Background: an optimization exercise with open tools, aiming at small area and a short achievable clock period. Do not read the settings as production practice. Where RTL was checked, it was by simulation tests only, not by an equivalence proof against the original. For runs 1 to 4, only the layout was checked, not whether the RTL still works. Power and IR drop assume default switching activity.

`flow/design.v`:
```
module sigmoid8_pla #(
    parameter WIDTH = 16,
    parameter SLICES = 8,
    parameter FP = 12
) (
    input wire clk,
    input wire rst,
    input wire signed [WIDTH - 1:0] x,
    output wire [WIDTH - 1:0] y
);
    reg [15:0] x_reg;
    always @(posedge clk) x_reg <= x;
    reg [11:0] r_reg;
    reg [13:1] r3_reg;
    reg [4:0]  q_reg;
    always @(posedge clk) begin
        r_reg  <= x_reg[11:0];
        r3_reg <= ({1'b0, x_reg[11:0], 1'b0} + {2'b0, x_reg[11:0]}) >> 1;
        q_reg  <= x_reg[15:11];
    end
    wire [13:0] r3 = {r3_reg, r_reg[0]};
    wire z = ~|r_reg[10:0];
    reg s23, s99, s369, s867;
    always @(*) begin
        s23 = 1'b0; s99 = 1'b0; s369 = 1'b0; s867 = 1'b0;
        case (q_reg)
            5'd20, 5'd21, 5'd22, 5'd9, 5'd10, 5'd11: s23 = 1'b1;
            5'd23, 5'd24, 5'd25, 5'd6, 5'd7, 5'd8: s99 = 1'b1;
            5'd26, 5'd27, 5'd28, 5'd3, 5'd4, 5'd5: s369 = 1'b1;
            5'd29, 5'd30, 5'd31, 5'd0, 5'd1, 5'd2: s867 = 1'b1;
            default: ;
        endcase
    end
    reg [12:0] tt;
    always @(*) begin
        case ({q_reg, z})
            6'd32: tt = 13'd0;
            6'd33: tt = 13'd0;
            6'd34: tt = 13'd0;
            6'd35: tt = 13'd0;
            6'd36: tt = 13'd0;
            6'd37: tt = 13'd0;
            6'd38: tt = 13'd0;
            6'd39: tt = 13'd0;
            6'd40: tt = 13'd11;
            6'd41: tt = 13'd8191;
            6'd42: tt = 13'd11;
            6'd43: tt = 13'd11;
            6'd44: tt = 13'd34;
            6'd45: tt = 13'd34;
            6'd46: tt = 13'd8190;
            6'd47: tt = 13'd8189;
            6'd48: tt = 13'd97;
            6'd49: tt = 13'd97;
            6'd50: tt = 13'd97;
            6'd51: tt = 13'd97;
            6'd52: tt = 13'd173;
            6'd53: tt = 13'd176;
            6'd54: tt = 13'd173;
            6'd55: tt = 13'd173;
            6'd56: tt = 13'd542;
            6'd57: tt = 13'd542;
            6'd58: tt = 13'd314;
            6'd59: tt = 13'd313;
            6'd60: tt = 13'd1181;
            6'd61: tt = 13'd1181;
            6'd62: tt = 13'd1181;
            6'd63: tt = 13'd1181;
            6'd0: tt = 13'd2048;
            6'd1: tt = 13'd2048;
            6'd2: tt = 13'd2048;
            6'd3: tt = 13'd2048;
            6'd4: tt = 13'd2915;
            6'd5: tt = 13'd2915;
            6'd6: tt = 13'd3145;
            6'd7: tt = 13'd3144;
            6'd8: tt = 13'd3514;
            6'd9: tt = 13'd3514;
            6'd10: tt = 13'd3514;
            6'd11: tt = 13'd3514;
            6'd12: tt = 13'd3900;
            6'd13: tt = 13'd3903;
            6'd14: tt = 13'd3900;
            6'd15: tt = 13'd3900;
            6'd16: tt = 13'd3999;
            6'd17: tt = 13'd3999;
            6'd18: tt = 13'd4037;
            6'd19: tt = 13'd4036;
            6'd20: tt = 13'd4060;
            6'd21: tt = 13'd4060;
            6'd22: tt = 13'd4060;
            6'd23: tt = 13'd4060;
            6'd24: tt = 13'd4096;
            6'd25: tt = 13'd4084;
            6'd26: tt = 13'd4096;
            6'd27: tt = 13'd4096;
            6'd28: tt = 13'd4096;
            6'd29: tt = 13'd4096;
            6'd30: tt = 13'd4096;
            6'd31: tt = 13'd4096;
            default: tt = 13'd0;
        endcase
    end
    wire [22:0] ta = ({23{s23}}  & {6'd0, r3, 3'd0}) |
                     ({23{s99}}  & {4'd0, r3, 5'd0}) |
                     ({23{s369}} & {2'd0, r3, 7'd0}) |
                     ({23{s867}} & {1'd0, r3, 8'd0}) |
                     {20'd0, s369, 1'b0, s23 | s369};
    wire [22:0] tb = ({23{s23}}  & {11'd0, ~r_reg}) |
                     ({23{s99}}  & {9'd0, r3}) |
                     ({23{s369}} & {7'd0, ~r3, 2'd0}) |
                     ({23{s867}} & {4'd0, r3, 5'd0});
    wire [22:0] tc = ({23{s369}} & {9'd0, ~r3}) |
                     ({23{s867}} & {9'd0, r3});
    wire [22:0] s1 = ta ^ tb ^ tc;
    wire [23:0] c1 = {(ta & tb) | (ta & tc) | (tb & tc), 1'b0};
    wire [12:0] lo = {1'b0, s1[11:0]} + {1'b0, c1[11:0]};
    wire [12:0] u1 = {2'b0, s1[22:12]};
    wire [12:0] u2 = {1'b0, c1[23:12]};
    wire [12:0] us = u1 ^ u2 ^ tt;
    wire [12:0] uc = {(u1[11:0] & u2[11:0]) | (u1[11:0] & tt[11:0]) | (u2[11:0] & tt[11:0]), 1'b0};
    reg [12:0] hs_reg;
    reg [12:1] hc_reg;
    reg        lc_reg;
    always @(posedge clk) begin
        hs_reg <= us;
        hc_reg <= uc[12:1];
        lc_reg <= lo[12];
    end
    reg [12:0] y_reg;
    always @(posedge clk or posedge rst) begin
        if (rst) y_reg <= 13'd0;
        else     y_reg <= hs_reg + {hc_reg, 1'b0} + {12'd0, lc_reg};
    end
    assign y = {3'b000, y_reg};
endmodule
```
`flow/run.sh`:
```
#!/bin/bash
# synth_recipe.tcl (not shown) runs the flow's synth.tcl, then flattens the netlist and writes it again
# the make line also repeats each setting of config.mk as NAME=value (left out here)
make -C /OpenROAD-flow-scripts/flow DESIGN_CONFIG=/design/flow/config.mk WORK_HOME=/design/flow/orfs CLKGATE_MAP_FILE= SYNTH_SCRIPT=/design/flow/synth_recipe.tcl finish
```
`flow/constraint.sdc`:
```
create_clock -name core_clock -period 5.5 [get_ports {clk}]
set_input_delay 1.1000 -clock core_clock [delete_from_list [all_inputs] [get_ports {clk}]]
set_output_delay 1.1000 -clock core_clock [all_outputs]
set_load 0.01 [all_outputs]
```
`flow/config.mk`:
```
export PLATFORM = sky130hd
export DESIGN_NAME = sigmoid8_pla
export DESIGN_NICKNAME = sigmoid8_pla
export VERILOG_FILES = /design/flow/design.v
export SDC_FILE = /design/flow/constraint.sdc
export NUM_CORES = 4
export LEC_CHECK = 0
export ABC_CLOCK_PERIOD_IN_PS = 1200
export CAP_MARGIN = 20
export CORE_MARGIN = 2
export CORE_UTILIZATION = 40
export SETUP_SLACK_MARGIN = 3.2
export SLEW_MARGIN = 20
```
==> impl_metrics.yaml, run 1 <==
status:
  status: "timing/DRC/antenna clean"
detailed_routing:
  drt_first_pass_iters: 6
  dr_total_vias: 4171
  drtIter0Drc: 532
  wl_per_cell_um: 15.1
  drcViolationCount: 0
  ant_nets: 0
  avgViaCountPerCell: 5.49
  drt_wl_total_um: 11500
setup_path:
  crit_required_ns: 5.73
  cp.arrival_ns: 2.65
  start_kind: "flop"
  crit_type: "flop to flop"
  end_kind: "flop"
  crit_fanout: 6
logic_synthesis:
  yosysTopAreaCellShare_pct: 29.0
  ys_async_sr_fraction_pct: 15.1
  synth_largest_area_cell: "dfxtp_1"
  synthCells: 552
  syn-cell-area_um2: 5030
  yosysMostFrequentCell: "dfxtp_1"
  synth_common_cells: "dfxtp_1, nand2_1, a21oi_1"
  syn_avg_cell_area_um2: 9.11
  synth_warnings: 1
  synth_edf_count: 0
  ys_seq_elements: 86
  synthTopCellsByArea: "dfxtp_1, ha_1, fa_1"
  ys_types: 62
  synth_seq_area_share_pct: 35.5
  ys.flop_type: "dfxtp_1"
timing:
  min_period_ns: 2.42
  hold_viol: 0
  drv_slew: 0
  max_slew_margin_pct: 57.8
  skew_ns: 0.00622
  setup_viol: 0
  rsz0062_at_grt: "true"
  max_freq_ghz: 0.413
  worstMarginPinSlew_ns: 0.632
  setup_tns_ns: 0
  period_share_pct: 44.0
floorplanning:
  die_h_um: 116
  die_area_um2: 13500
  die_x_um: 116
  fp-row-count: 40
  initial_core_util_pct: 41.4
  core_um2: 12200
  io_pins: 34
clocking:
  htreeDepth: 3
  cts_buffers: 9
  clockBufferDepth: 2
  cts_hold_buf: 0
  clk_pin_slew_ns: 0.07
  clock_latency_ns: 0.35
  root_buffer: "clkbuf_16"
  cts_tree: "built"
  cts.sink_count: 86
placed_design:
  routabilityCongestion: 0.853
  hpwl_um: 8210
  io_buffers: 30
cells_and_area:
  drive_gt1_share_pct: 14.2
  final_util_pct: 50.0
  synthToLayoutAreaGrowth_pct: 20.8
  diodes: 0
  final_nets: 669
  largest_reg_flops: 16
  fillers: 1116
hold_path:
  hold_path_class: "flop to flop"
global_route:
  grt_start_max_net_pins: 24
  grt_usage_pct: 17.6
  overflow: 0
  grt_pass1_vias: 3836
  antenna_found_initial: 0
  grt_pass1_wl_um: 18500
pwr:
  p_per_area_nw_per_um2: 357
  peakVddDrop_uv: 238
  leakage_nw: 2.76
job:
  drv_cap: 0
[per-layer routing]
metal	share of wire (%)	GRT usage, %	up-vias
li1	-	-	2025
met1	44	23.3	1926
met2	47	28.6	201
met3	7.4	4.67	19
met4	1.5	5.08	0
met5	0	0	-
[cell type report]
type                            instances  area, um^2  share of cell area [%]
Multi-Input combinational cell        401        3160                    52.0
Timing Repair Buffer                   47         423                    6.96
Clock buffer                           10         239                    3.93
Inverter                               41         160                    2.64
Tap cell                              168         210                    3.46
Clock inverter                          6        67.6                    1.11
Timing Repair inverter                  1        7.51                   0.124
Sequential cell                        86        1810                    29.8
[final timing paths]
path / from / end / slack, ns / cells after the start
worst max-delay path: r_reg[7] / hs_reg[9] / 3.08 / 6
worst min-delay path: x_reg[0] / r_reg[0] / 0.36 / 0
worst max register to register: r_reg[7] / hs_reg[9] / 3.08 / 6
worst min register to register: x_reg[0] / r_reg[0] / 0.36 / 0
max in group asynchronous: rst / y_reg[7] / 4.12 / 2
min in group asynchronous: rst / y_reg[1] / 1.06 / 2
[stage by stage]
| stage | setup slack, ns | area (um^2) | hold WS, ns | power, mW | std cells |
|---|---|---|---|---|---|
| finish | 3.08 | 6080 | 0.356 | 2.17 | 760 |
| global route | 3.03 | 6080 | 0.364 | 2.33 | 760 |
| CTS | 3.08 | 5880 | 0.366 | 2.15 | 755 |
| detailed placement | 2.37 | 5410 | 0.370 | 1.53 | 726 |
| global placement | 2.46 | 5410 | 0.346 | 1.51 | 726 |
| floorplan | 3.20 | 5070 | 0.329 | 1.31 | 554 |
[critical path, stage by stage, from the launching register on]
cell and delay [ns]:
dfxtp_2 0.32, or4_4 0.57, or3_4 0.48, buf_4 0.16, maj3_2 0.33, o31ai_4 0.18, ha_1 0.27
[cells by family after synthesis]
family                   Yosys count  share of synthesized area [%]
XOR/XNOR                          20                           3.48
other                              1                         0.0745
AO/OA/AOI/OAI                    157                           20.5
adder cells (fa/ha/maj)           65                           19.4
AND/OR/NAND/NOR                  152                           14.3
multiplexers                       4                          0.846
flip-flops                        86                           35.5
buffers and inverters             67                           5.87
[where the power goes]
group          leakage [nW]  internal [mW]  switching, mW
sequential            0.771          0.748         0.0873
combinational          1.84          0.329          0.379
clock                 0.145          0.367          0.261
total                  2.76           1.44          0.727
[timing repair]
item / CTS / global route
cloned: 1 / 0
setup buffers: 12 / 5
pin swaps: 12 / 27
gates resized for setup: 39 / 38
setup endpoints to repair: 31 / 17
[placed cells by master, fill, tap and decap left out, types with 9 or more instances in the layout]
master	count
a21o_1	12
a21oi_1	38
a22oi_1	16
buf_4	14
clkbuf_16	9
clkdlybuf4s50_1	17
dfrtp_1	13
dfxtp_1	63
dlygate4sd2_1	13
fa_1	22
ha_1	39
inv_1	38
nand2_1	60
nand2b_1	9
nand3_1	16
nor2_1	28
o21ai_0	22
xnor2_1	13
==> run 2: changes to the inputs <==
--- a/flow/config.mk
+++ b/flow/config.mk
@@ -5,7 +5,7 @@
 export SDC_FILE = /design/flow/constraint.sdc
 export NUM_CORES = 4
 export LEC_CHECK = 0
-export ABC_CLOCK_PERIOD_IN_PS = 1200
+export ABC_CLOCK_PERIOD_IN_PS = 2000
 export CAP_MARGIN = 20
 export CORE_MARGIN = 2
 export CORE_UTILIZATION = 40
==> run 2 against run 1 <==
  * Setup slack is the same
  * Area after synthesis unchanged
  * Cell area did not move
  * Clock power about the same
  * Critical path depth unchanged
  * Power unchanged
  * Count of clock-buffer cells in the layout unchanged
  * Core utilization did not move
  * Synthesized cell count unchanged
  * Highest routed layer unchanged
==> impl_metrics.yaml, run 2 <==
clocking:
  cts_tree: "built"
  cts.sink_count: 86
  cts_hold_buf: 0
  clockBufferDepth: 2
  clk_pin_slew_ns: 0.07
  clock_latency_ns: 0.35
  root_buffer: "clkbuf_16"
  cts_buffers: 9
  htreeDepth: 3
global_route:
  overflow: 0
  grt_start_max_net_pins: 24
  antenna_found_initial: 0
  grt_usage_pct: 17.6
  grt_pass1_wl_um: 18500
  grt_pass1_vias: 3836
placed_design:
  routabilityCongestion: 0.853
  place_area_um2: 5410
  io_buffers: 30
  place_inst: 726
  dp_slack_ns: 2.37
  hpwl_um: 8210
pwr:
  peakVddDrop_uv: 238
  p_per_area_nw_per_um2: 357
  leakage_nw: 2.76
timing:
  timing.hold.ws_ns: 0.356
  max_freq_ghz: 0.413
  worstMarginPinSlew_ns: 0.632
  skew_ns: 0.00622
  max_slew_margin_pct: 57.8
  setup_viol: 0
  rsz0062_at_grt: "true"
  min_period_ns: 2.42
  period_share_pct: 44.0
  setup_tns_ns: 0
  hold_viol: 0
  setup_ws_ns: 3.08
  drv_slew: 0
logic_synthesis:
  yosysMostFrequentCell: "dfxtp_1"
  yosysTopAreaCellShare_pct: 29.0
  ys_types: 62
  syn-cell-area_um2: 5030
  synthTopCellsByArea: "dfxtp_1, ha_1, fa_1"
  ys_async_sr_fraction_pct: 15.1
  syn_avg_cell_area_um2: 9.11
  synth_warnings: 1
  ys.flop_type: "dfxtp_1"
  synth_common_cells: "dfxtp_1, nand2_1, a21oi_1"
  synthCells: 552
  synth_largest_area_cell: "dfxtp_1"
  synth_edf_count: 0
  synth_seq_area_share_pct: 35.5
  ys_seq_elements: 86
cells_and_area:
  final_nets: 669
  largest_reg_flops: 16
  stdcell_count: 760
  final_common_cell: "dfxtp_1"
  final_cell_mix: "dfxtp_1, nand2_1, ha_1, a21oi_1, inv_1"
  drive_gt1_share_pct: 14.2
  fin_area_um2: 6080
  synthToLayoutAreaGrowth_pct: 20.8
  diodes: 0
hold_path:
  hold_path_class: "flop to flop"
detailed_routing:
  dr_total_vias: 4171
  drcViolationCount: 0
  ant_nets: 0
  drt_first_pass_iters: 6
  avgViaCountPerCell: 5.49
  wl_per_cell_um: 15.1
  drt_wl_total_um: 11500
  drtIter0Drc: 532
floorplanning:
  fp-row-count: 40
  die_h_um: 116
  core_um2: 12200
  io_pins: 34
  die_area_um2: 13500
  initial_core_util_pct: 41.4
  die_x_um: 116
setup_path:
  crit_required_ns: 5.73
  crit_fanout: 6
  crit_type: "flop to flop"
  start_kind: "flop"
  cp.arrival_ns: 2.65
  worst-r2r-setup-slack_ns: 3.08
  end_kind: "flop"
status:
  status: "timing/DRC/antenna clean"
job:
  drv_cap: 0
==> run 2: logic make-up after synthesis <==
| group | share of synthesized area, % |
|---|---|
| mux | 0.846 |
| compound gates | 20.5 |
| fa+ha+maj | 19.4 |
| simple gates | 14.3 |
| other cells | 0.0745 |
| flops | 35.5 |
| xor+xnor | 3.48 |
| buf+inv | 5.87 |
==> run 2: final cells by class <==
type / instances / area (um^2)
fill: 1116 / 6080
multi-input combinational: 401 / 3160
sequential: 86 / 1810
timing repair buffer: 47 / 423
clock buffer: 10 / 239
tap: 168 / 210
inverter: 41 / 160
clock inverter: 6 / 67.6
timing repair inverter: 1 / 7.51
==> run 2: what timing repair did <==
item                                    in CTS  in global routing
endpoints found under the setup margin      31                 17
cloned                                       1                  0
gates resized for setup                     39                 38
setup buffers                               12                  5
pin swaps                                   12                 27
==> run 2: per-layer routing <==
layer | global-route usage [%] | routed length (um) | vias to the layer above
met1 | 23.3 | 5040 | 1926
met2 | 28.6 | 5430 | 201
met5 | 0 | 0 | -
li1 | - | - | 2025
met3 | 4.67 | 846 | 19
met4 | 5.08 | 172 | 0
==> run 2: per-stage QoR <==
| stage | power, mW | util [%] |
|---|---|---|
| finish | 2.17 | 50.0 |
| global route | 2.33 | 50.0 |
| CTS | 2.15 | 48.4 |
| detailed placement | 1.53 | 44.5 |
| global placement | 1.51 | 44.5 |
| floorplan | 1.31 | - |
==> run 2: critical path: stages, from the launching register on <==
cell	delay, ns
dfxtp_2	0.32
or4_4	0.57
or3_4	0.48
buf_4	0.16
maj3_2	0.33
o31ai_4	0.18
ha_1	0.27
==> run 2: power breakdown <==
group          leakage, nW  internal (mW)  total, mW  switching, mW
sequential           0.771          0.748      0.836         0.0873
combinational         1.84          0.329      0.708          0.379
clock                0.145          0.367      0.627          0.261
==> run 2: final timing paths <==
check,startpoint,to,depth (start not counted)
max,r_reg[7],hs_reg[9],6
min,x_reg[0],r_reg[0],0
max reg2reg,r_reg[7],hs_reg[9],6
min reg2reg,x_reg[0],r_reg[0],0
max in group asynchronous,rst,y_reg[7],2
min in group asynchronous,rst,y_reg[1],2
==> run 3: changes to the inputs <==
--- a/flow/design.v
+++ b/flow/design.v
@@ -13,13 +13,15 @@
     reg [11:0] r_reg;
     reg [13:1] r3_reg;
     reg [4:0]  q_reg;
+    reg        z_reg;
     always @(posedge clk) begin
         r_reg  <= x_reg[11:0];
         r3_reg <= ({1'b0, x_reg[11:0], 1'b0} + {2'b0, x_reg[11:0]}) >> 1;
         q_reg  <= x_reg[15:11];
+        z_reg  <= ~|x_reg[10:0];
     end
     wire [13:0] r3 = {r3_reg, r_reg[0]};
-    wire z = ~|r_reg[10:0];
+    wire z = z_reg;
     reg s23, s99, s369, s867;
     always @(*) begin
         s23 = 1'b0; s99 = 1'b0; s369 = 1'b0; s867 = 1'b0;
--- a/flow/config.mk
+++ b/flow/config.mk
@@ -5,9 +5,8 @@
 export SDC_FILE = /design/flow/constraint.sdc
 export NUM_CORES = 4
 export LEC_CHECK = 0
-export ABC_CLOCK_PERIOD_IN_PS = 2000
 export CAP_MARGIN = 20
 export CORE_MARGIN = 2
 export CORE_UTILIZATION = 40
-export SETUP_SLACK_MARGIN = 3.2
+export SETUP_SLACK_MARGIN = 3.3
 export SLEW_MARGIN = 20
==> run 3 against run 2 <==
  * Synthesized cell count grew 9.6%
  * Global-route usage shrank 1.3 points
  * Area after synthesis grew 7.4%
  * Maximum frequency grew 5.3%
  * Sequential power grew 8.6%
  * Via count grew 3.8%
  * Cell area grew 4.9%
  * Final cell count grew 7.1%
  * First-iteration DRC count shrank 50%
  * Register-to-register slack gained 0.12 ns
  * Critical path type unchanged
  * Critical endpoint is now lc_reg
==> impl_metrics.yaml, run 3 <==
cells_and_area:
  largest_reg_flops: 16
  diodes: 0
  drive_gt1_share_pct: 11.6
  final_cell_mix: "nand2_1, dfxtp_1, inv_1, ha_1, a21oi_1"
  synthToLayoutAreaGrowth_pct: 17.9
  final_nets: 720
global_route:
  overflow: 0
  grt_pass1_wl_um: 19000
  grt_pass1_vias: 3935
  antenna_found_initial: 0
  grt_start_max_net_pins: 32
  grt_usage_pct: 16.4
logic_synthesis:
  ys_async_sr_fraction_pct: 13.7
  synth_largest_area_cell: "dfxtp_1"
  yosysMostFrequentCell: "dfxtp_1"
  ys_types: 69
  ys_seq_elements: 95
  synthCells: 605
  synth_common_cells: "dfxtp_1, nand2_1, inv_1"
  syn_avg_cell_area_um2: 8.93
  synth_edf_count: 0
  synth_mux_area_share_pct: 0.370
  synth_top_family_by_area: "adder cells"
  yosysTopAreaCellShare_pct: 30.4
  synth-simple-area-share_pct: 15.1
  syn-cell-area_um2: 5400
  synth_seq_area_share_pct: 36.4
  synthTopCellsByArea: "dfxtp_1, ha_1, fa_1"
  synth_warnings: 1
  synth_fa_ha_area_share_pct: 19.2
  synth-compound-area-share_pct: 19.1
  synth_xor_area_share_pct: 2.59
  ys.flop_type: "dfxtp_1"
pwr:
  finalPower_mw: 2.31
  leakage_nw: 2.90
  p_per_area_nw_per_um2: 363
  peakVddDrop_uv: 159
floorplanning:
  die_x_um: 120
  die_area_um2: 14500
  initial_core_util_pct: 40.8
  fp-row-count: 42
  die_h_um: 120
  io_pins: 34
  core_um2: 13200
timing:
  drv_slew: 0
  max_slew_margin_pct: 33.5
  setup_viol: 0
  period_share_pct: 41.8
  rsz0062_at_grt: "true"
  skew_ns: 0.00621
  max_freq_ghz: 0.435
  min_period_ns: 2.30
  hold_viol: 0
  worstMarginPinSlew_ns: 0.996
  setup_tns_ns: 0
placed_design:
  routabilityCongestion: 0.941
  io_buffers: 30
  hpwl_um: 8640
clocking:
  cts_tree: "built"
  clk_pin_slew_ns: 0.07
  root_buffer: "clkbuf_16"
  htreeDepth: 3
  clock_latency_ns: 0.34
  cts_buffers: 9
  cts.sink_count: 95
  clockBufferDepth: 2
hold_path:
  min_from: "tt[11]"
  hold_path_class: "flop to flop"
  holdPathStages: 0
  holdPathEnd: "hs_reg[11]"
detailed_routing:
  drt_wl_total_um: 11800
  drcViolationCount: 0
  wl_per_cell_um: 14.5
  drtIter0Drc: 268
  avgViaCountPerCell: 5.32
  ant_nets: 0
  drt_first_pass_iters: 7
  dr_total_vias: 4331
setup_path:
  cp.arrival_ns: 2.52
  crit_type: "flop to flop"
  path_cells: "buf_4 -> a22oi_2 -> nand3_2 -> fa_2 -> ha_1 -> a31o_2 -> o32ai_2 -> a21oi_1"
  critical-path-top-delay-family: "adder cells"
  crit_required_ns: 5.72
  worst-r2r-setup-slack_ns: 3.20
  crit_fanout: 7
  start_kind: "flop"
  r2r-end: "lc_reg"
  rr_worst_depth: 8
  end_kind: "flop"
  slowest_delay_ns: 0.58
  crit_slowest_cell: "fa_2"
  worstReg2RegStart: "s23"
  path_buf_inv: 1
job:
  drv_cap: 0
status:
  status: "timing/DRC/antenna clean"
run 3: changes by cell type in the layout (fill, tap and decap cells not counted), moves of 4 or more:
| cell | delta |
|---|---|
| inv_1 | +26 |
| ha_1 | +4 |
| a22oi_1 | -7 |
| dfxtp_1 | +7 |
| nand2_1 | +10 |
| a21o_1 | -9 |
| buf_4 | -4 |
| nor4_1 | +6 |
| a211o_1 | +4 |
| o2111ai_1 | +4 |
| o21a_1 | +6 |
run 3: through the flow:
step	setup WS (ns)	hold slack [ns]	area (um^2)	std cells	utilization, %
after floorplan	3.26	0.310	5490	607	-
after global placement	2.94	0.313	5820	785	43.9
after detailed placement	2.85	0.313	5820	785	43.9
after CTS	3.19	0.328	6180	802	46.7
after global routing	3.12	0.335	6370	814	48.1
final	3.20	0.327	6370	814	48.1
run 3: repair_timing:
item                                    CTS  global route
buffers inserted                          1            12
resized for setup                        26            36
hold buffers                              0             0
pin swaps                                 0             9
endpoints found under the setup margin   16             6
cloned                                    0             0
run 3: worst max path at each step:
stage | end | cells past startpoint | startpoint
2_1_floorplan | lc_reg | 11 | s23
3_3_place_gp | lc_reg | 10 | s23
3_5_place_dp | lc_reg | 9 | s23
4_1_cts | lc_reg | 8 | s369
5_1_grt | lc_reg | 8 | s23
6_report | lc_reg | 8 | s23
run 3: report_power, final:
group	total [mW]	switching, mW	internal (mW)
combinational	0.696	0.364	0.332
sequential	0.908	0.0895	0.819
clock	0.706	0.260	0.446
total	2.31	0.713	1.60
run 3: layout make-up:
type / instances / area (um^2)
clock buffer: 11 / 233
sequential: 95 / 1990
clock inverter: 5 / 106
inverter: 69 / 267
tap: 176 / 220
timing repair buffer: 43 / 393
fill: 1273 / 6870
multi-input combinational: 415 / 3160
run 3: layer usage:
metal / GRT usage (%) / share of wire (%) / up-vias / wire [um]
li1: - / - / 2158 / -
met1: 22.7 / 46 / 1986 / 5430
met2: 25.7 / 46 / 165 / 5410
met3: 2.78 / 5.7 / 22 / 668
met4: 6.03 / 2.2 / 0 / 255
met5: 0 / 0 / - / 0
run 3: kinds of logic after synthesis:
group	after synthesis
other	1
buffers and inverters	97
adder cells (fa/ha/maj)	70
XOR/XNOR	16
flip-flops	95
multiplexers	2
AND/OR/NAND/NOR	172
AO/OA/AOI/OAI	152
==> run 4: changes to the inputs <==
--- a/flow/config.mk
+++ b/flow/config.mk
@@ -7,6 +7,8 @@
 export LEC_CHECK = 0
 export CAP_MARGIN = 20
 export CORE_MARGIN = 2
-export CORE_UTILIZATION = 40
+export CORE_UTILIZATION = 65
+export CTS_BUF_LIST = sky130_fd_sc_hd__clkbuf_8
+export CTS_CLUSTER_SIZE = 30
 export SETUP_SLACK_MARGIN = 3.3
 export SLEW_MARGIN = 20
==> run 4 against run 3 <==
  * Die area shrank 37%
  * Maximum frequency shrank 2.5%
  * Area after synthesis is the same
  * Synthesized cell count is the same
  * Count of clock-buffer cells in the layout shrank 1
  * Critical endpoint unchanged
==> impl_metrics.yaml, run 4 <==
pwr:
  internal_power_mw: 1.32
  leakage_nw: 2.80
  swShare_pct: 34.7
  p_seq_share_pct: 44.9
  p_sw_mw: 0.700
  p_clk_share_pct: 20.5
  finalPower_mw: 2.02
  peakVddDrop_uv: 225
  comb_power_share_pct: 34.5
  p_per_area_nw_per_um2: 334
job:
  drv_cap: 0
global_route:
  antenna_found_initial: 0
  grt_usage_pct: 26.8
  grt_pass1_vias: 3991
  grt_pass1_wl_um: 18900
  grt_start_max_net_pins: 32
  overflow: 0
timing:
  worstMarginPinSlew_ns: 1.00
  rsz0062_at_grt: "true"
  setup_tns_ns: 0
  max_freq_ghz: 0.424
  skew_ns: 0.0107
  period_share_pct: 42.8
  setup_viol: 0
  max_slew_margin_pct: 33.3
  min_period_ns: 2.36
  drv_slew: 0
  hold_viol: 0
detailed_routing:
  met3WireLength_um: 942
  wl_per_cell_um: 16.0
  route.met2.wl_um: 5560
  avgViaCountPerCell: 6.03
  drcViolationCount: 0
  ant_nets: 0
  top_layer: "met4"
  drtIter0Drc: 556
  drt_first_pass_iters: 6
  met1_length_um: 5110
  drt_wl_total_um: 11800
  dr_total_vias: 4462
logic_synthesis:
  yosysTopAreaCellShare_pct: 30.4
  synthTopCellsByArea: "dfxtp_1, ha_1, fa_1"
  synthCells: 605
  syn_avg_cell_area_um2: 8.93
  synth_common_cells: "dfxtp_1, nand2_1, inv_1"
  synth_largest_area_cell: "dfxtp_1"
  synth_edf_count: 0
  synth_seq_area_share_pct: 36.4
  yosysMostFrequentCell: "dfxtp_1"
  ys.flop_type: "dfxtp_1"
  ys_async_sr_fraction_pct: 13.7
  ys_types: 69
  ys_seq_elements: 95
  syn-cell-area_um2: 5400
  synth_warnings: 1
floorplanning:
  die_area_um2: 9060
  die_x_um: 95.2
  core_um2: 8130
  die_h_um: 95.2
  io_pins: 34
  initial_core_util_pct: 66.4
  fp-row-count: 33
cells_and_area:
  ff_latch_area_um2: 1990
  synthToLayoutAreaGrowth_pct: 11.8
  multi_input_area_um2: 3110
  final_nets: 717
  fillers: 596
  diodes: 0
  final_common_cell: "dfxtp_1"
  drive_gt1_share_pct: 9.13
  largest_reg_flops: 16
  final_cell_mix: "dfxtp_1, nand2_1, inv_1, ha_1, a21oi_1"
status:
  status: "timing/DRC/antenna clean"
clocking:
  cts_buffers: 9
  htreeDepth: 3
  clock_latency_ns: 0.36
  cts_hold_buf: 0
  clockBufferDepth: 2
  clk_pin_slew_ns: 0.09
  root_buffer: "clkbuf_8"
  cts.sink_count: 95
  cts_tree: "built"
setup_path:
  crit_type: "flop to flop"
  end_kind: "flop"
  crit_fanout: 6
  start_kind: "flop"
  crit_required_ns: 5.75
  cp.arrival_ns: 2.60
placed_design:
  routabilityCongestion: 0.928
  hpwl_um: 8760
  io_buffers: 30
hold_path:
  hold_path_class: "flop to flop"
run 4: cell counts after synthesis:
Identical to the previous run, type by type.
run 4: area by class of cell:
type,count,area share (%)
multi-input cells,415,51.6
flip-flops and latches,95,32.9
repair buffers,40,5.97
inverters,69,4.37
clock buffers,10,2.28
well taps,105,2.18
clock inverters,6,0.746
run 4: power by group through the flow:
stage / Sequential [mW] / Combinational [mW] / Clock, mW
floorplan: 0.903 / 0.485 / 0
global placement: 0.922 / 0.665 / 0
detailed placement: 0.924 / 0.692 / 0
CTS: 0.906 / 0.676 / 0.428
global route: 0.921 / 0.795 / 0.457
finish: 0.906 / 0.697 / 0.414
run 4: worst paths after layout:
check                      startpoint          to  slack, ns  depth (start not counted)
max                              s369      lc_reg       3.14                          9
min                            tt[11]  hs_reg[11]       0.35                          0
max reg2reg                      s369      lc_reg       3.14                          9
min reg2reg                    tt[11]  hs_reg[11]       0.35                          0
max in group asynchronous         rst    y_reg[5]       4.12                          2
min in group asynchronous         rst    y_reg[0]       1.05                          2
run 4: routing by layer:
metal | up-vias | GRT usage, %
met5 | - | 0
met4 | 0 | 6.40
met3 | 28 | 5.14
met2 | 224 | 43.1
met1 | 2077 | 37.5
li1 | 2133 | -
run 4: metrics by stage:
stage               instances  hold slack, ns  setup WS, ns  instance area, um^2  util (%)
finish                    740           0.347          3.14                 6040      74.3
floorplan                 607           0.310          3.26                 5490         -
detailed placement        714           0.328          2.84                 5730      70.4
global placement          714           0.313          2.96                 5730      70.4
CTS                       731           0.351          3.16                 5930      72.9
global route              740           0.357          2.91                 6040      74.3
run 4: cell families (layout without fill, tap and decap cells):
group	Yosys count	after routing	share of synthesized area (%)
fa+ha+maj	70	70	19.2
buf+inv	97	125	7.15
simple gates	172	172	15.1
mux	2	2	0.370
other cells	1	3	0.0694
compound gates	152	152	19.1
flops	95	95	36.4
xor+xnor	16	16	2.59
run 4: what timing repair did:
item                                    4_1_cts  5_1_grt
setup buffers                                 1        9
endpoints found under the setup margin       15        6
pin swaps                                     0        7
gates resized for setup                      25       16
endpoints found under the hold margin         0        0
run 4: worst max-delay path, stage by stage (launching register included):
cell	delay, ns
dfxtp_4	0.37
buf_6	0.13
a222oi_1	0.47
fa_1	0.51
inv_2	0.08
ha_4	0.20
a21oi_2	0.12
o21ai_1	0.08
nor4_1	0.20
a21oi_1	0.10
==> run 5: changes to the inputs <==
==> flow/design.v (replaced) <==
module sigmoid8_pla #(
    parameter WIDTH = 16,
    parameter SLICES = 8,
    parameter FP = 12
) (
    input wire clk,
    input wire rst,
    input wire signed [WIDTH - 1:0] x,
    output wire [WIDTH - 1:0] y
);
    localparam [64*13-1:0] TTAB = {13'd1181, 13'd1181, 13'd1181, 13'd1181, 13'd313, 13'd314, 13'd542, 13'd542, 13'd173, 13'd173, 13'd176, 13'd173, 13'd97, 13'd97, 13'd97, 13'd97, 13'd8189, 13'd8190, 13'd34, 13'd34, 13'd11, 13'd11, 13'd8191, 13'd11, 13'd0, 13'd0, 13'd0, 13'd0, 13'd0, 13'd0, 13'd0, 13'd0, 13'd4096, 13'd4096, 13'd4096, 13'd4096, 13'd4096, 13'd4096, 13'd4084, 13'd4096, 13'd4060, 13'd4060, 13'd4060, 13'd4060, 13'd4036, 13'd4037, 13'd3999, 13'd3999, 13'd3900, 13'd3900, 13'd3903, 13'd3900, 13'd3514, 13'd3514, 13'd3514, 13'd3514, 13'd3144, 13'd3145, 13'd2915, 13'd2915, 13'd2048, 13'd2048, 13'd2048, 13'd2048};
    reg [15:0] x_reg;
    always @(posedge clk) x_reg <= x;
    reg [11:0] r_reg;
    reg [13:1] r3_reg;
    reg [4:0]  q_reg;
    reg        z_reg;
    always @(posedge clk) begin
        r_reg  <= x_reg[11:0];
        r3_reg <= ({1'b0, x_reg[11:0], 1'b0} + {2'b0, x_reg[11:0]}) >> 1;
        q_reg  <= x_reg[15:11];
        z_reg  <= ~|x_reg[10:0];
    end
    wire [13:0] r3 = {r3_reg, r_reg[0]};
    reg s23, s99, s369, s867;
    always @(*) begin
        s23 = 1'b0; s99 = 1'b0; s369 = 1'b0; s867 = 1'b0;
        case (q_reg)
            5'd20, 5'd21, 5'd22, 5'd9, 5'd10, 5'd11: s23 = 1'b1;
            5'd23, 5'd24, 5'd25, 5'd6, 5'd7, 5'd8: s99 = 1'b1;
            5'd26, 5'd27, 5'd28, 5'd3, 5'd4, 5'd5: s369 = 1'b1;
            5'd29, 5'd30, 5'd31, 5'd0, 5'd1, 5'd2: s867 = 1'b1;
            default: ;
        endcase
    end
    wire [12:0] tt = TTAB[{q_reg, z_reg}*13 +: 13];
    wire [22:0] ta = ({23{s23}}  & {6'd0, r3, 3'd0}) |
                     ({23{s99}}  & {4'd0, r3, 5'd0}) |
                     ({23{s369}} & {2'd0, r3, 7'd0}) |
                     ({23{s867}} & {1'd0, r3, 8'd0}) |
                     {20'd0, s369, 1'b0, s23 | s369};
    wire [22:0] tb = ({23{s23}}  & {11'd0, ~r_reg}) |
                     ({23{s99}}  & {9'd0, r3}) |
                     ({23{s369}} & {7'd0, ~r3, 2'd0}) |
                     ({23{s867}} & {4'd0, r3, 5'd0});
    wire [22:0] tc = ({23{s369}} & {9'd0, ~r3}) |
                     ({23{s867}} & {9'd0, r3});
    wire [24:0] s1 = {2'b0, ta ^ tb ^ tc};
    wire [24:0] c1 = {1'b0, (ta & tb) | (ta & tc) | (tb & tc), 1'b0};
    wire [8:0] lo = {1'b0, s1[7:0]} + {1'b0, c1[7:0]};
    wire [16:0] u1 = s1[24:8];
    wire [16:0] u2 = c1[24:8];
    wire [16:0] u3 = {tt, {(4){1'b0}}};
    wire [16:0] us = u1 ^ u2 ^ u3;
    wire [16:0] uc = {(u1[15:0] & u2[15:0]) | (u1[15:0] & u3[15:0]) | (u2[15:0] & u3[15:0]), 1'b0};
    reg [16:0] hs_reg;
    reg [16:1] hc_reg;
    reg         lc_reg;
    always @(posedge clk) begin
        hs_reg <= us;
        hc_reg <= uc[16:1];
        lc_reg <= lo[8];
    end
    wire [16:0] ysum = hs_reg + {hc_reg, 1'b0} + {{(16){1'b0}}, lc_reg};
    reg [12:0] y_reg;
    always @(posedge clk or posedge rst) begin
        if (rst) y_reg <= 13'd0;
        else     y_reg <= ysum[16:4];
    end
    assign y = {3'b000, y_reg};
endmodule
--- a/flow/config.mk
+++ b/flow/config.mk
@@ -7,8 +7,6 @@
 export LEC_CHECK = 0
 export CAP_MARGIN = 20
 export CORE_MARGIN = 2
-export CORE_UTILIZATION = 65
-export CTS_BUF_LIST = sky130_fd_sc_hd__clkbuf_8
-export CTS_CLUSTER_SIZE = 30
+export CORE_UTILIZATION = 40
 export SETUP_SLACK_MARGIN = 3.3
 export SLEW_MARGIN = 20
==> run 5 against run 4 <==
  * Clock skew down 0.0027 ns
  * Setup slack better by 0.041 ns
  * Still clean on timing, DRC and antenna
  * Area after synthesis down 3.8%
  * Core utilization down 26 points
  * Count of clock-buffer cells in the layout down 1
  * Critical path depth up 1
  * Power up 8.7%
  * Die area up 54%
  * Global-route usage down 10 points
==> impl_metrics.yaml, run 5 <==
placed_design:
  hpwl_um: 8090
  place_area_um2: 5600
  dp_slack_ns: 2.40
  routabilityCongestion: 0.862
  place_inst: 742
  io_buffers: 30
pwr:
  internal_power_mw: 1.46
  leakage_nw: 2.72
  p_seq_share_pct: 42.1
  comb_power_share_pct: 31.0
  p_sw_mw: 0.730
  p_clk_share_pct: 26.9
  swShare_pct: 33.3
  finalPower_mw: 2.19
  peakVddDrop_uv: 155
  p_per_area_nw_per_um2: 357
hold_path:
  hold_path_class: "flop to flop"
  min_from: "x_reg[3]"
  holdPathStages: 0
  holdPathEnd: "r_reg[3]"
cells_and_area:
  final_cell_mix: "dfxtp_1, ha_1, nand2_1, inv_1, a21oi_1"
  diodes: 0
  largest_reg_flops: 17
  final_common_cell: "dfxtp_1"
  stdcell_count: 773
  final_nets: 685
  drive_gt1_share_pct: 12.3
  synthToLayoutAreaGrowth_pct: 18.0
  fin_area_um2: 6130
  final_util_pct: 48.4
timing:
  timing.hold.ws_ns: 0.392
  setup_tns_ns: 0
  setup_ws_ns: 3.19
  min_period_ns: 2.31
  max_freq_ghz: 0.432
  max_slew_margin_pct: 63.0
  worstMarginPinSlew_ns: 0.549
  setup_viol: 0
  rsz0062_at_grt: "true"
  hold_viol: 0
  drv_slew: 0
  skew_ns: 0.00805
  period_share_pct: 42.1
detailed_routing:
  avgViaCountPerCell: 5.30
  route.met2.wl_um: 5080
  ant_nets: 0
  top_layer: "met4"
  drtIter0Drc: 519
  met3WireLength_um: 570
  drt_wl_total_um: 11200
  dr_total_vias: 4099
  drcViolationCount: 0
  drt_first_pass_iters: 5
  met1_length_um: 5400
  wl_per_cell_um: 14.5
clocking:
  cts_tree: "built"
  clock_latency_ns: 0.35
  cts_buffers: 9
  htreeDepth: 3
  cts_hold_buf: 0
  clockBufferDepth: 2
  cts.sink_count: 95
  root_buffer: "clkbuf_16"
  clk_pin_slew_ns: 0.07
logic_synthesis:
  ys_async_sr_fraction_pct: 13.7
  synth_top_family_by_area: "compound AO/OA/AOI/OAI gates"
  yosysTopAreaCellShare_pct: 31.6
  synth_xor_area_share_pct: 2.53
  synth_warnings: 1
  synth_mux_area_share_pct: 0.602
  syn_avg_cell_area_um2: 9.15
  syn-cell-area_um2: 5200
  ys_types: 59
  synth_edf_count: 0
  synth-compound-area-share_pct: 20.4
  ys.flop_type: "dfxtp_1"
  synthTopCellsByArea: "dfxtp_1, ha_1, fa_1"
  synth-simple-area-share_pct: 12.9
  synth_seq_area_share_pct: 37.8
  yosysMostFrequentCell: "dfxtp_1"
  synth_largest_area_cell: "dfxtp_1"
  ys_seq_elements: 95
  synth_fa_ha_area_share_pct: 20.1
  synth_common_cells: "dfxtp_1, ha_1, nand2_1"
  synthCells: 568
setup_path:
  crit_top_cell: "a211oi_2"
  end_kind: "flop"
  start_kind: "flop"
  crit_type: "flop to flop"
  crit_slowest_cell: "fa_1"
  cp.arrival_ns: 2.55
  crit_required_ns: 5.73
  worstReg2RegStart: "s369"
  worst-r2r-setup-slack_ns: 3.19
  rr_worst_depth: 10
  path_cells: "clkinvlp_4 -> buf_6 -> o221a_2 -> fa_1 -> inv_1 -> ha_1 -> nor2_1 -> a211oi_2 -> a211oi_2 -> o21ai_1"
  slowest_delay_ns: 0.47
  crit_fanout: 4
  critical-path-top-delay-family: "adder cells"
  path_buf_inv: 3
  r2r-end: "lc_reg"
global_route:
  antenna_found_initial: 0
  grt_pass1_wl_um: 18800
  grt_pass1_vias: 3834
  overflow: 0
  grt_start_max_net_pins: 30
  grt_usage_pct: 16.7
floorplanning:
  initial_core_util_pct: 41.0
  die_area_um2: 13900
  fp-row-count: 41
  io_pins: 34
  die_x_um: 118
  die_h_um: 118
  core_um2: 12700
job:
  drv_cap: 0
status:
  status: "timing/DRC/antenna clean"
run 5: cell types whose count changed after synthesis, moves of 4 or more:
cell      delta
nor2b_1      -4
and3_1       -5
nor2_1      +12
o21a_1       -4
buf_2        -9
inv_1       -23
clkbuf_1    +14
a211oi_1     +7
nand2_1     -22
o21ai_0     +13
nor4_1       -6
a221oi_1     +4
run 5: worst reg2reg max path: cells and delay by family (launching register included):
family | cells | cell delay (ns)
AO/OA/AOI/OAI | 4 | 0.59
buffers and inverters | 3 | 0.36
flip-flops | 1 | 0.37
AND/OR/NAND/NOR | 1 | 0.13
adder cells (fa/ha/maj) | 2 | 0.75
run 5: power groups by stage:
stage	combinational (mW)	clock, mW	sequential [mW]
after floorplan	0.453	0	0.924
after global placement	0.650	0	0.945
after detailed placement	0.662	0	0.942
after CTS	0.651	0.611	0.923
after global routing	0.782	0.640	0.942
final	0.680	0.589	0.924
run 5: kinds of logic (layout without fill, tap and decap cells):
group,Yosys count,in the layout
muxes,3,3
DFF,95,95
buffers and inverters,74,105
AOI/OAI and AO/OA,165,165
xor gates and xnor gates,15,15
other,1,3
and+or+nand+nor,144,144
adders and majority gates,71,71
run 5: worst max path at each step:
| stage | startpoint | end | slack, ns | depth (start not counted) |
|---|---|---|---|---|
| 5_1_grt | s369 | lc_reg | 3.09 | 10 |
| 4_1_cts | s23 | lc_reg | 3.19 | 10 |
| 2_1_floorplan | s23 | lc_reg | 3.26 | 11 |
| 3_3_place_gp | s369 | lc_reg | 2.52 | 10 |
| 6_report | s369 | lc_reg | 3.19 | 10 |
| 3_5_place_dp | s369 | lc_reg | 2.40 | 10 |
run 5: timing repair:
| action | CTS | global route |
|---|---|---|
| endpoints found under the setup margin | 39 | 13 |
| buffers inserted | 9 | 6 |
| pin swaps | 7 | 12 |
| resized for setup | 34 | 30 |
run 5: metal layers:
| metal | up-vias | GRT usage, % |
|---|---|---|
| met5 | - | 0 |
| met4 | 0 | 5.95 |
| met3 | 13 | 4.02 |
| met2 | 116 | 25.9 |
| met1 | 1917 | 22.7 |
| li1 | 2053 | - |
run 5: layout make-up:
cell class,instances,area (um^2)
clock inverters,7,56.3
fillers,1238,6540
repair buffers,45,402
inverters,44,173
well taps,172,215
clock buffers,9,225
flip-flops and latches,95,2000
multi-input cells,401,3060
==> run 6: changes to the inputs <==
--- a/flow/config.mk
+++ b/flow/config.mk
@@ -7,6 +7,8 @@
 export LEC_CHECK = 0
 export CAP_MARGIN = 20
 export CORE_MARGIN = 2
-export CORE_UTILIZATION = 40
+export CORE_UTILIZATION = 65
+export CTS_BUF_LIST = sky130_fd_sc_hd__clkbuf_8
+export CTS_CLUSTER_SIZE = 30
 export SETUP_SLACK_MARGIN = 3.3
 export SLEW_MARGIN = 20
==> run 6 against run 5 <==
  * Still clean on timing, DRC and antenna
  * Flip-flop and latch count unchanged
  * Power down 4.3%
  * Setup slack better by 0.014 ns
  * Global-route usage up 8.9 points
  * Maximum frequency up 0.61%
  * Largest power group unchanged
  * Highest routed layer unchanged
==> impl_metrics.yaml, run 6 <==
logic_synthesis:
  synth_edf_count: 0
  synth_xor_area_share_pct: 2.53
  synth_top_family_by_area: "compound AO/OA/AOI/OAI gates"
  yosysMostFrequentCell: "dfxtp_1"
  synth_common_cells: "dfxtp_1, ha_1, nand2_1"
  synth_mux_area_share_pct: 0.602
  synthTopCellsByArea: "dfxtp_1, ha_1, fa_1"
  synth_fa_ha_area_share_pct: 20.1
  synth_warnings: 1
  syn_avg_cell_area_um2: 9.15
  ys_seq_elements: 95
  synthCells: 568
  yosysTopAreaCellShare_pct: 31.6
  synth-simple-area-share_pct: 12.9
  syn-cell-area_um2: 5200
  synth_largest_area_cell: "dfxtp_1"
  ys_async_sr_fraction_pct: 13.7
  synth-compound-area-share_pct: 20.4
  ys_types: 59
  ys.flop_type: "dfxtp_1"
  synth_seq_area_share_pct: 37.8
cells_and_area:
  largest_reg_flops: 17
  final_common_cell: "dfxtp_1"
  synthToLayoutAreaGrowth_pct: 15.4
  multi_input_area_um2: 3070
  ff_latch_area_um2: 2000
  stdcell_count: 704
  final_cell_mix: "dfxtp_1, nand2_1, ha_1, inv_1, o21ai_0"
  fillers: 543
  diodes: 0
  final_nets: 686
  drive_gt1_share_pct: 12.3
global_route:
  grt_pass1_wl_um: 17900
  overflow: 0
  grt_usage_pct: 25.6
  antenna_found_initial: 0
  grt_pass1_vias: 3887
  grt_start_max_net_pins: 30
pwr:
  p_seq_share_pct: 44.0
  internal_power_mw: 1.38
  swShare_pct: 34.4
  finalPower_mw: 2.10
  p_per_area_nw_per_um2: 350
  peakVddDrop_uv: 162
  leakage_nw: 2.70
  p_sw_mw: 0.721
  p_clk_share_pct: 23.5
  comb_power_share_pct: 32.5
job:
  drv_cap: 0
clocking:
  cts.sink_count: 95
  clockBufferDepth: 2
  clk_pin_slew_ns: 0.10
  htreeDepth: 3
  cts_buffers: 9
  clock_latency_ns: 0.36
  cts_tree: "built"
  root_buffer: "clkbuf_8"
detailed_routing:
  ant_nets: 0
  drt_wl_total_um: 11100
  avgViaCountPerCell: 6.02
  drtIter0Drc: 742
  wl_per_cell_um: 15.7
  dr_total_vias: 4241
  drt_first_pass_iters: 6
  drcViolationCount: 0
floorplanning:
  die_h_um: 93.4
  core_um2: 7730
  fp-row-count: 32
  die_area_um2: 8730
  io_pins: 34
  initial_core_util_pct: 67.3
  die_x_um: 93.4
timing:
  setup_viol: 0
  min_period_ns: 2.30
  rsz0062_at_grt: "true"
  max_slew_margin_pct: 66.0
  skew_ns: 0.00887
  setup_tns_ns: 0
  drv_slew: 0
  max_freq_ghz: 0.435
  period_share_pct: 41.8
  hold_viol: 0
  worstMarginPinSlew_ns: 0.510
setup_path:
  crit_required_ns: 5.76
  crit_type: "flop to flop"
  crit_fanout: 9
  rr_worst_depth: 8
  worstReg2RegStart: "s23"
  r2r-end: "lc_reg"
  endpoint: "lc_reg"
  critPathLaunch: "s23"
  cp.arrival_ns: 2.56
  worst-r2r-setup-slack_ns: 3.20
  end_kind: "flop"
  start_kind: "flop"
hold_path:
  hold_path_class: "flop to flop"
placed_design:
  io_buffers: 30
  routabilityCongestion: 0.947
  place_inst: 672
  hpwl_um: 7720
status:
  status: "timing/DRC/antenna clean"
[run 6: how the worst min path moves through the flow]
stage | startpoint | end | cells past startpoint
6_report | x_reg[3] | r_reg[3] | 0
5_1_grt | x_reg[7] | r_reg[7] | 0
4_1_cts | x_reg[3] | r_reg[3] | 0
3_5_place_dp | x_reg[0] | r_reg[0] | 0
3_3_place_gp | x_reg[0] | r_reg[0] | 0
2_1_floorplan | x_reg[13] | q_reg[2] | 0
[run 6: metrics by stage]
stage | worst slack, ns | utilization, % | cell area, um^2 | hold slack, ns
global placement | 2.69 | 71.3 | 5510 | 0.377
floorplan | 3.26 | - | 5210 | 0.329
CTS | 3.20 | 75.1 | 5810 | 0.400
finish | 3.20 | 77.6 | 6000 | 0.404
global route | 3.09 | 77.6 | 6000 | 0.413
detailed placement | 2.51 | 71.3 | 5510 | 0.383
[run 6: cell type report]
class	count	area share (%)
clock buffer	10	2.30
clock inverter	6	1.25
inverter	44	2.88
multi-input combinational	401	51.3
sequential	95	33.3
tap	102	2.13
timing repair buffer	46	6.86
[run 6: power by group through the flow]
| stage | clock network, mW | logic, mW | registers (mW) |
|---|---|---|---|
| after floorplan | 0 | 0.453 | 0.924 |
| after global placement | 0 | 0.632 | 0.939 |
| after detailed placement | 0 | 0.651 | 0.942 |
| after CTS | 0.496 | 0.640 | 0.922 |
| after global routing | 0.526 | 0.778 | 0.937 |
| final | 0.493 | 0.682 | 0.923 |
[run 6: repair_timing]
action,in CTS,in global routing
hold buffers,0,0
pin swaps,7,15
setup endpoints to repair,36,18
resized for setup,31,28
setup buffers,8,8
[run 6: logic make-up (layout without fill, tap and decap cells)]
logic type,Yosys count,in the layout
compound gates,165,165
xor+xnor,15,15
fa+ha+maj,71,71
buf+inv,74,106
flops,95,95
mux,3,3
other cells,1,3
simple gates,144,144
[run 6: worst max-delay path, cell delays in order, from the launching register on]
cell	delay (ns)
dfxtp_4	0.37
buf_4	0.17
buf_4	0.14
a222oi_1	0.49
fa_1	0.50
inv_1	0.08
ha_1	0.24
a21oi_1	0.12
o21ai_1	0.08
[run 6: layer usage]
layer | track usage [%] | share of wire (%)
met1 | 36.1 | 45
met2 | 41.0 | 46
met3 | 3.46 | 6.9
met4 | 7.97 | 1.7
met5 | 0 | 0
==> run 7: changes to the inputs <==
==> flow/flow/run.sh (new file) <==
#!/bin/bash
# Own layout flow: the standard ORFS flow (standard.sh, unchanged synthesis),
# with a plain buffer on every port instead of the delay cells buffer_ports
# picks by default, and a clock tree with fewer, smaller buffers.
set -euo pipefail
export BUFFER_PORTS_ARGS="-buffer_cell ${OWN_PORT_BUF:-sky130_fd_sc_hd__buf_2}"
export CTS_ARGS="-sink_clustering_enable -repair_clock_nets -sink_clustering_size ${OWN_CTS_SIZE:-30} -sink_clustering_max_diameter ${OWN_CTS_DIAM:-80} -buf_list ${OWN_CTS_BUF:-sky130_fd_sc_hd__clkbuf_8} -dont_use_dummy_load"
bash standard.sh > standard_flow.log 2>&1
==> flow/standard.sh (new file) <==
#!/bin/bash
# synth_recipe.tcl (not shown) runs the flow's synth.tcl, then flattens the netlist and writes it again
# the make line also repeats each setting of config.mk as NAME=value (left out here)
make -C /OpenROAD-flow-scripts/flow DESIGN_CONFIG=/design/flow/config.mk WORK_HOME=/design/flow/orfs CLKGATE_MAP_FILE= SYNTH_SCRIPT=/design/flow/synth_recipe.tcl "${@:-finish}"
--- a/flow/config.mk
+++ b/flow/config.mk
@@ -8,7 +8,5 @@
 export CAP_MARGIN = 20
 export CORE_MARGIN = 2
 export CORE_UTILIZATION = 65
-export CTS_BUF_LIST = sky130_fd_sc_hd__clkbuf_8
-export CTS_CLUSTER_SIZE = 30
 export SETUP_SLACK_MARGIN = 3.3
 export SLEW_MARGIN = 20
removed: flow/run.sh
==> run 7 against run 6 <==
  * Critical endpoint is now r3_reg[11]
  * Setup slack better by 0.068 ns
  * Still clean
  * Combinational power is 4.0% lower
  * Count of clock-buffer cells in the layout is 1 lower
  * First-iteration DRC count is 28% lower
  * Via count is 0.47% lower
  * Cell area is 4.6% lower
  * Flip-flop and latch count stayed put
  * Final cell count is 0.99% lower
  * Global-route usage is 0.099 points lower
  * Hold slack worse by 0.0020 ns
  * Routed wire length is 2.2% lower
  * Largest power group unchanged
==> impl_metrics.yaml, run 7 <==
hold_path:
  min_from: "x_reg[7]"
  holdPathStages: 0
  hold_path_class: "flop to flop"
setup_path:
  rr_worst_depth: 8
  path_cells: "ha_4 -> fa_2 -> a211oi_2 -> o21bai_2 -> a2111oi_4 -> o41ai_2 -> a21oi_2 -> xor2_1"
  cp.arrival_ns: 2.48
  crit_fanout: 3
  crit_type: "flop to flop"
  critPathLaunch: "x_reg[1]"
  worstReg2RegStart: "x_reg[1]"
  crit_required_ns: 5.75
  path_buf_inv: 0
  end_kind: "flop"
  crit_slowest_cell: "fa_2"
  start_kind: "flop"
  slowest_delay_ns: 0.39
  cp.depth: 8
  critical-path-top-delay-family: "compound AO/OA/AOI/OAI gates"
logic_synthesis:
  ys_async_sr_fraction_pct: 13.7
  yosysMostFrequentCell: "dfxtp_1"
  synth_edf_count: 0
  synth_warnings: 1
  synthTopCellsByArea: "dfxtp_1, ha_1, fa_1"
  synth_common_cells: "dfxtp_1, ha_1, nand2_1"
  syn_avg_cell_area_um2: 9.15
  syn-cell-area_um2: 5200
  yosysTopAreaCellShare_pct: 31.6
  synthCells: 568
  ys_seq_elements: 95
  ys.flop_type: "dfxtp_1"
  ys_types: 59
  synth_seq_area_share_pct: 37.8
  synth_largest_area_cell: "dfxtp_1"
detailed_routing:
  dr_total_vias: 4221
  ant_nets: 0
  drtIter0Drc: 532
  drcViolationCount: 0
  avgViaCountPerCell: 6.06
  drt_first_pass_iters: 6
  wl_per_cell_um: 15.5
  drt_wl_total_um: 10800
timing:
  hold_viol: 0
  skew_ns: 0.0362
  drv_slew: 0
  worstMarginPinSlew_ns: 0.575
  rsz0062_at_grt: "true"
  max_slew_margin_pct: 60.7
  setup_viol: 0
  setup_tns_ns: 0
  period_share_pct: 40.6
  min_period_ns: 2.23
  max_freq_ghz: 0.448
cells_and_area:
  synthToLayoutAreaGrowth_pct: 10.0
  ff_latch_area_um2: 2000
  final_cell_mix: "dfxtp_1, ha_1, nand2_1, inv_1, a21oi_1"
  final_nets: 686
  largest_reg_flops: 17
  final_common_cell: "dfxtp_1"
  fin_area_um2: 5720
  multi_input_area_um2: 3030
  final_util_pct: 74.0
  diodes: 0
  drive_gt1_share_pct: 15.3
  fillers: 592
pwr:
  internal_power_mw: 1.27
  p_sw_mw: 0.658
  finalPower_mw: 1.93
  p_seq_share_pct: 47.8
  peakVddDrop_uv: 194
  p_clk_share_pct: 18.3
  comb_power_share_pct: 33.9
  p_per_area_nw_per_um2: 338
  swShare_pct: 34.1
  leakage_nw: 2.63
floorplanning:
  fp-row-count: 32
  initial_core_util_pct: 67.3
  core_um2: 7730
  io_pins: 34
  die_area_um2: 8730
  die_x_um: 93.4
  die_h_um: 93.4
global_route:
  grt_start_max_net_pins: 30
  grt_pass1_wl_um: 17800
  antenna_found_initial: 0
  grt_usage_pct: 25.5
  overflow: 0
  grt_pass1_vias: 3809
clocking:
  cts_tree: "built"
  clock_latency_ns: 0.36
  clk_pin_slew_ns: 0.10
  cts_buffers: 9
  clockBufferDepth: 2
  root_buffer: "clkbuf_8"
  cts_hold_buf: 0
  cts.sink_count: 95
  htreeDepth: 3
placed_design:
  hpwl_um: 7750
  place_area_um2: 5360
  routabilityCongestion: 0.946
  io_buffers: 30
job:
  drv_cap: 0
status:
  status: "timing/DRC/antenna clean"
[run 7: cell counts after synthesis]
No cell type changed its count.
[run 7: cells by family after synthesis]
| logic type | Yosys count | synth area share (%) |
|---|---|---|
| mux | 3 | 0.602 |
| other cells | 1 | 0.0721 |
| simple gates | 144 | 12.9 |
| buf+inv | 74 | 5.56 |
| fa+ha+maj | 71 | 20.1 |
| flops | 95 | 37.8 |
| compound gates | 165 | 20.4 |
| xor+xnor | 15 | 2.53 |
[run 7: repair_timing]
item                                    4_1_cts  5_1_grt
buffers inserted                              6       10
pin swaps                                     7        0
endpoints found under the setup margin       20       15
hold endpoints to repair                      0        0
resized for setup                            21       17
[run 7: final timing paths]
kind                            slack [ns]         end
worst max register to register        3.27  r3_reg[11]
min in group asynchronous             0.74   y_reg[10]
worst min-delay path                  0.40    r_reg[7]
worst max-delay path                  3.27  r3_reg[11]
worst min register to register        0.40    r_reg[7]
max in group asynchronous             4.43    y_reg[1]
[run 7: per-stage QoR]
step                worst slack [ns]  hold slack (ns)  instances
CTS                             3.15            0.401        687
floorplan                       3.26            0.329        570
global route                    3.16            0.404        697
finish                          3.27            0.402        697
global placement                2.69            0.377        672
detailed placement              2.54            0.377        672
[run 7: area by class of cell]
cell class | instances | share of cell area, %
Timing Repair Buffer | 46 | 4.73
Clock buffer | 9 | 2.17
Sequential cell | 95 | 35.0
Inverter | 44 | 3.02
Tap cell | 102 | 2.23
Multi-Input combinational cell | 401 | 52.9
[run 7: layer usage]
layer / up-vias / share of wire (%) / GRT usage, %
li1: 2041 / - / -
met1: 1926 / 45 / 35.4
met2: 225 / 46 / 42.1
met3: 29 / 6.9 / 3.30
met4: 0 / 1.7 / 6.99
met5: - / 0 / 0
[run 7: power by group through the flow]
stage,registers [mW],clock network [mW],logic (mW)
after global routing,0.938,0.385,0.750
after floorplan,0.924,0,0.453
final,0.924,0.354,0.655
after detailed placement,0.938,0,0.611
after CTS,0.921,0.359,0.632
after global placement,0.938,0,0.588
[run 7: worst reg2reg max path: cells and delay by family, from the launching register on]
| kind | cells | cell delay, ns |
|---|---|---|
| fa+ha+maj | 2 | 0.56 |
| xor+xnor | 1 | 0.16 |
| compound gates | 5 | 1.04 |
| flops | 1 | 0.37 |

## re-timing with driven ports
How much do the figures lean on ideal ports? The routed layouts below were timed once more, with nothing changed but the port constraints.
Step 1, drivers: a clkbuf_16 drives clk and a buf_2 each remaining input, both assumed.
Step 2 times the ports against the registers' clock, not the clock port: input delays grow and output delays shrink by t, the midpoint of the rising clock arrivals with the driver on.
a / b / c = ideal ports / drivers / drivers and shift; a / b = the first two.
run	t (ns)	setup slack, ns	hold WS [ns]	latest minus earliest clock arrival (ns)
run 1	0.385	3.081 / 3.081 / 3.081	0.356 / 0.356 / 0.356	0.006 / 0.007
run 2	0.385	3.081 / 3.081 / 3.081	0.356 / 0.356 / 0.356	0.006 / 0.007
run 3	0.370	3.203 / 3.203 / 3.203	0.327 / 0.327 / 0.327	0.007 / 0.007
run 4	0.380	3.144 / 3.144 / 3.144	0.347 / 0.347 / 0.347	0.012 / 0.011
run 5	0.387	3.185 / 3.185 / 3.185	0.392 / 0.392 / 0.392	0.008 / 0.009
run 6	0.390	3.199 / 3.199 / 3.199	0.404 / 0.404 / 0.404	0.010 / 0.011
run 7	0.368	3.267 / 3.267 / 3.267	0.402 / 0.402 / 0.402	0.036 / 0.036
After both steps every run listed still meets setup and hold.
